This is an optimization exercise on Yosys and OpenROAD, whose aim is small area, a short achievable clock period and few clock cycles per item, not a production implementation.
Function was checked by simulation only, so behaviour that the tests miss may differ from the original.

Design mult_ex, start of the top module:
module mult_ex #(
    parameter WIDTH = 32
) (
    input  logic            clk,
    input  logic            rst_n,
    input  logic[WIDTH-1:0] a,
    input  logic[WIDTH-1:0] b,
    output logic[WIDTH-1:0] lo,
    output logic[WIDTH-1:0] hi,
    input  logic           valid_in,
    output logic           ready_out,
    output logic           valid_out,
    input  logic           ready_in
);
==> flow/config.mk <==
export PLATFORM = sky130hd
export DESIGN_NAME = mult_ex
export DESIGN_NICKNAME = mult_ex
export VERILOG_FILES = /design/flow/design.v
export SDC_FILE = /design/flow/constraint.sdc
export NUM_CORES = 4
export LEC_CHECK = 0
export ABC_CLOCK_PERIOD_IN_PS = 3000
export CAP_MARGIN = 20
export CORE_MARGIN = 2
export CORE_UTILIZATION = 55
export CTS_BUF_LIST = sky130_fd_sc_hd__clkbuf_8
export SLEW_MARGIN = 20
==> flow/constraint.sdc <==
create_clock -name core_clock -period 11.0 [get_ports {clk}]
set_input_delay 2.2000 -clock core_clock [delete_from_list [all_inputs] [get_ports {clk}]]
set_output_delay 2.2000 -clock core_clock [all_outputs]
set_load 0.01 [all_outputs]
standard.sh (not shown) runs the stock make flow with config.mk's settings and CLKGATE_MAP_FILE= SYNTH_SCRIPT=/design/flow/synth_recipe.tcl, a recipe that flattens the netlist after the stock synthesis.
==> flow/flow/run.sh <==
#!/bin/bash
set -euo pipefail
sed '1s/-noshare /-noshare -noabc /' synth_recipe.tcl > flow_synth.tcl
grep -q -- '-noabc' flow_synth.tcl
bash standard.sh SYNTH_SCRIPT="$PWD/flow_synth.tcl" \
    "BUFFER_PORTS_ARGS=-buffer_cell sky130_fd_sc_hd__buf_2" \
    MATCH_CELL_FOOTPRINT=0 SETUP_SLACK_MARGIN=7.3 finish > standard_flow.log 2>&1
The baseline produced a clean layout.
Testbench counts at the start, summed over its fixed seeds: cycles 2,072, items 2,048.
Then changed:
--- a/flow/flow/run.sh
+++ b/flow/flow/run.sh
@@ -5,3 +5,3 @@
 bash standard.sh SYNTH_SCRIPT="$PWD/flow_synth.tcl" \
-    "BUFFER_PORTS_ARGS=-buffer_cell sky130_fd_sc_hd__buf_2" \
+    "BUFFER_PORTS_ARGS=-buffer_cell sky130_fd_sc_hd__buf_4" \
     MATCH_CELL_FOOTPRINT=0 SETUP_SLACK_MARGIN=7.3 finish > standard_flow.log 2>&1
- CORE_UTILIZATION: 55 -> 65
- CTS_BUF_LIST: sky130_fd_sc_hd__clkbuf_8 -> default
Result: The changed run passed the timing, DRC and antenna checks; worst setup slack loses 0.027 ns; clock skew is lower by 0.030 ns; synthesized area stays the same; hold slack stays flat; critical path depth is lower by 1; maximum frequency is lower by 0.70%.
Then changed:
--- a/flow/flow/run.sh
+++ b/flow/flow/run.sh
@@ -6,2 +6,2 @@
     "BUFFER_PORTS_ARGS=-buffer_cell sky130_fd_sc_hd__buf_4" \
-    MATCH_CELL_FOOTPRINT=0 SETUP_SLACK_MARGIN=7.3 finish > standard_flow.log 2>&1
+    MATCH_CELL_FOOTPRINT=0 SETUP_SLACK_MARGIN=7.6 finish > standard_flow.log 2>&1
- CORE_UTILIZATION: 65 -> 40
What happened: Clock skew is lower by 0.0033 ns. Design area is higher by 13%. Fmax is lower by 2.7%. Die area is higher by 61%. Sequential share of layout area is lower by 3.2 points. Hold slack is better by 0.0033 ns. Core utilization is lower by 23 points. Global-route usage is lower by 12 points. Worst setup slack is worse by 0.11 ns.
Then changed:
--- a/flow/flow/run.sh
+++ b/flow/flow/run.sh
@@ -6,2 +6,2 @@
     "BUFFER_PORTS_ARGS=-buffer_cell sky130_fd_sc_hd__buf_4" \
-    MATCH_CELL_FOOTPRINT=0 SETUP_SLACK_MARGIN=7.6 finish > standard_flow.log 2>&1
+    MATCH_CELL_FOOTPRINT=0 SETUP_SLACK_MARGIN=7.3 finish > standard_flow.log 2>&1
- ABC_AREA: default -> 1
- ABC_CLOCK_PERIOD_IN_PS: 3000 -> default
- CORE_UTILIZATION: 40 -> 55
- The changed run went through all stages and came out clean
- non-clock buffer count shrinks by 147
- first-iteration DRC count went up by 1.1%
- flip-flop and latch count is unchanged
- worst hold slack loses 0.026 ns
Then changed:
--- a/flow/flow/run.sh
+++ b/flow/flow/run.sh
@@ -5,3 +5,3 @@
 bash standard.sh SYNTH_SCRIPT="$PWD/flow_synth.tcl" \
-    "BUFFER_PORTS_ARGS=-buffer_cell sky130_fd_sc_hd__buf_4" \
+    "BUFFER_PORTS_ARGS=-buffer_cell sky130_fd_sc_hd__buf_2" \
     MATCH_CELL_FOOTPRINT=0 SETUP_SLACK_MARGIN=7.3 finish > standard_flow.log 2>&1
- ABC_AREA: 1 -> default
- ABC_CLOCK_PERIOD_IN_PS: default -> 3000
- PLACE_DENSITY: default -> 0.75
The changed run passed the timing, DRC and antenna checks.
Clock-buffer cell count goes up by 1.
Synthesized area goes down by 4.5%.
Global-route usage goes down by 5.6 points.
Worst setup slack loses 0.18 ns.
Design area goes down by 4.3%.
Flip-flop and latch count stays the same.
Wire length goes down by 17%.
Utilization hardly moves.
Then changed:
==> flow/flow/run.sh (replaced) <==
#!/bin/bash
set -euo pipefail
sed '1s/-noshare /-noshare -noabc /' synth_recipe.tcl > flow_synth.tcl
grep -q -- '-noabc' flow_synth.tcl
bash standard.sh SYNTH_SCRIPT="$PWD/flow_synth.tcl" \
    "BUFFER_PORTS_ARGS=-buffer_cell sky130_fd_sc_hd__buf_4" \
    MATCH_CELL_FOOTPRINT=0 SETUP_SLACK_MARGIN=7.0 finish > standard_flow.log 2>&1
- CORE_UTILIZATION: 55 -> 40
- PLACE_DENSITY: 0.75 -> default
After rerunning:
- critical path depth increases by 1
- clock-buffer cell count decreases by 9
- global-route usage decreases by 7.5 points
- clock skew decreases by 0.0040 ns
- wire length increases by 4.5%
- register-to-register slack gets worse by 0.07 ns
- synthesized area does not change
- die area increases by about 37%

Starting RTL as in the previous note.
==> flow/config.mk <==
export PLATFORM = sky130hd
export DESIGN_NAME = mult_ex
export DESIGN_NICKNAME = mult_ex
export VERILOG_FILES = /design/flow/design.v
export SDC_FILE = /design/flow/constraint.sdc
export NUM_CORES = 4
export LEC_CHECK = 0
export ABC_CLOCK_PERIOD_IN_PS = 3000
export CAP_MARGIN = 20
export CORE_MARGIN = 2
export CORE_UTILIZATION = 55
export CTS_CLUSTER_DIAMETER = 100
export CTS_CLUSTER_SIZE = 30
export SLEW_MARGIN = 20
==> flow/constraint.sdc <==
create_clock -name core_clock -period 11.0 [get_ports {clk}]
set_input_delay 2.2000 -clock core_clock [delete_from_list [all_inputs] [get_ports {clk}]]
set_output_delay 2.2000 -clock core_clock [all_outputs]
set_load 0.01 [all_outputs]
==> flow/flow/run.sh <==
#!/bin/bash
set -euo pipefail
sed '1s/-noshare /-noshare -noabc /' synth_recipe.tcl > flow_synth.tcl
grep -q -- '-noabc' flow_synth.tcl
bash standard.sh SYNTH_SCRIPT="$PWD/flow_synth.tcl" \
    "BUFFER_PORTS_ARGS=-buffer_cell sky130_fd_sc_hd__buf_4" \
    MATCH_CELL_FOOTPRINT=0 SETUP_SLACK_MARGIN=7.3 finish > standard_flow.log 2>&1
The first run finished with timing, DRC and antenna clean.
Testbench counts at the start, summed over its fixed seeds: cycles 2,072, items 2,048.
Change:
==> flow/flow/run.sh (replaced) <==
#!/bin/bash
set -euo pipefail
sed '1s/-noshare /-noshare -noabc /' synth_recipe.tcl > flow_synth.tcl
grep -q -- '-noabc' flow_synth.tcl
bash standard.sh SYNTH_SCRIPT="$PWD/flow_synth.tcl" \
    "BUFFER_PORTS_ARGS=-buffer_cell sky130_fd_sc_hd__buf_2" \
    MATCH_CELL_FOOTPRINT=0 SETUP_SLACK_MARGIN=7.4 finish > standard_flow.log 2>&1
Settings changed: CTS_CLUSTER_DIAMETER 100 to unset, CTS_CLUSTER_SIZE 30 to unset.
Hold slack loses 0.011 ns.
Clock-buffer cell count climbs by 31.
Design area climbs slightly.
Die area is unchanged.
Via count drops slightly.
Core utilization climbs by 0.80 points.
Worst setup slack loses 0.0081 ns.
Routed wire length drops slightly.
Change:
==> flow/flow/run.sh (replaced) <==
#!/bin/bash
set -euo pipefail
sed '1s/-noshare /-noshare -noabc /' synth_recipe.tcl > flow_synth.tcl
grep -q -- '-noabc' flow_synth.tcl
bash standard.sh SYNTH_SCRIPT="$PWD/flow_synth.tcl" \
    "BUFFER_PORTS_ARGS=-buffer_cell sky130_fd_sc_hd__buf_4" \
    MATCH_CELL_FOOTPRINT=0 SETUP_SLACK_MARGIN=7.3 finish > standard_flow.log 2>&1
=> Cell area hardly moves. Cell count goes down by about 0.4%. Setup slack gets better by 0.065 ns. Wire length increases by 1.7%. Non-clock buffer count drops by 13. Synthesized cell count does not change. Die area stays the same. Fmax goes up by about 1.7%.

static timing again, ports no longer ideal:
The flow's constraints put no driver on any port. The routed layouts listed below were extracted and timed again, unchanged, in two steps.
Step 1 assumes that a clkbuf_16 drives the clock port and a buf_2 every other input.
Step 2 moves the port delays by t, midway between the first and last clock arrival at a register: inputs arrive t later, outputs are due t later. That takes back most of the time a late clock gives input paths.
a / b / c = no drivers / after step 1 / after step 2; a / b = the first two.
| run | t (ns) | setup WS [ns] | hold WS [ns] | latest minus earliest clock arrival (ns) |
|---|---|---|---|---|
| the first run of note 1 | 0.718 | 7.201 / 7.201 / 6.747 | 0.473 / 0.473 / 0.473 | 0.062 / 0.062 |
| the second run of note 1 | 0.637 | 7.174 / 7.174 / 6.933 | 0.473 / 0.473 / 0.473 | 0.025 / 0.025 |
| the third run of note 1 | 0.651 | 7.068 / 7.068 / 7.068 | 0.476 / 0.476 / 0.476 | 0.020 / 0.021 |
| the fourth run of note 1 | 0.657 | 7.264 / 7.264 / 6.866 | 0.450 / 0.450 / 0.450 | 0.033 / 0.033 |
| the fifth run of note 1 | 0.642 | 7.085 / 7.085 / 6.844 | 0.470 / 0.470 / 0.470 | 0.031 / 0.030 |
| the sixth run of note 1 | 0.663 | 7.011 / 7.011 / 6.673 | 0.471 / 0.471 / 0.471 | 0.027 / 0.027 |
| the first run of note 2 | 0.639 | 7.171 / 7.171 / 7.128 | 0.482 / 0.482 / 0.482 | 0.038 / 0.038 |
| the second run of note 2 | 0.636 | 7.162 / 7.162 / 6.992 | 0.471 / 0.471 / 0.471 | 0.026 / 0.026 |
| the third run of note 2 | 0.643 | 7.228 / 7.228 / 7.093 | 0.469 / 0.469 / 0.469 | 0.022 / 0.022 |
After both steps setup and hold are still met in every run listed. For the first run of note 1, which loses most, drivers alone change the setup slack by 0.000 ns; drivers and shift together by -0.454 ns.
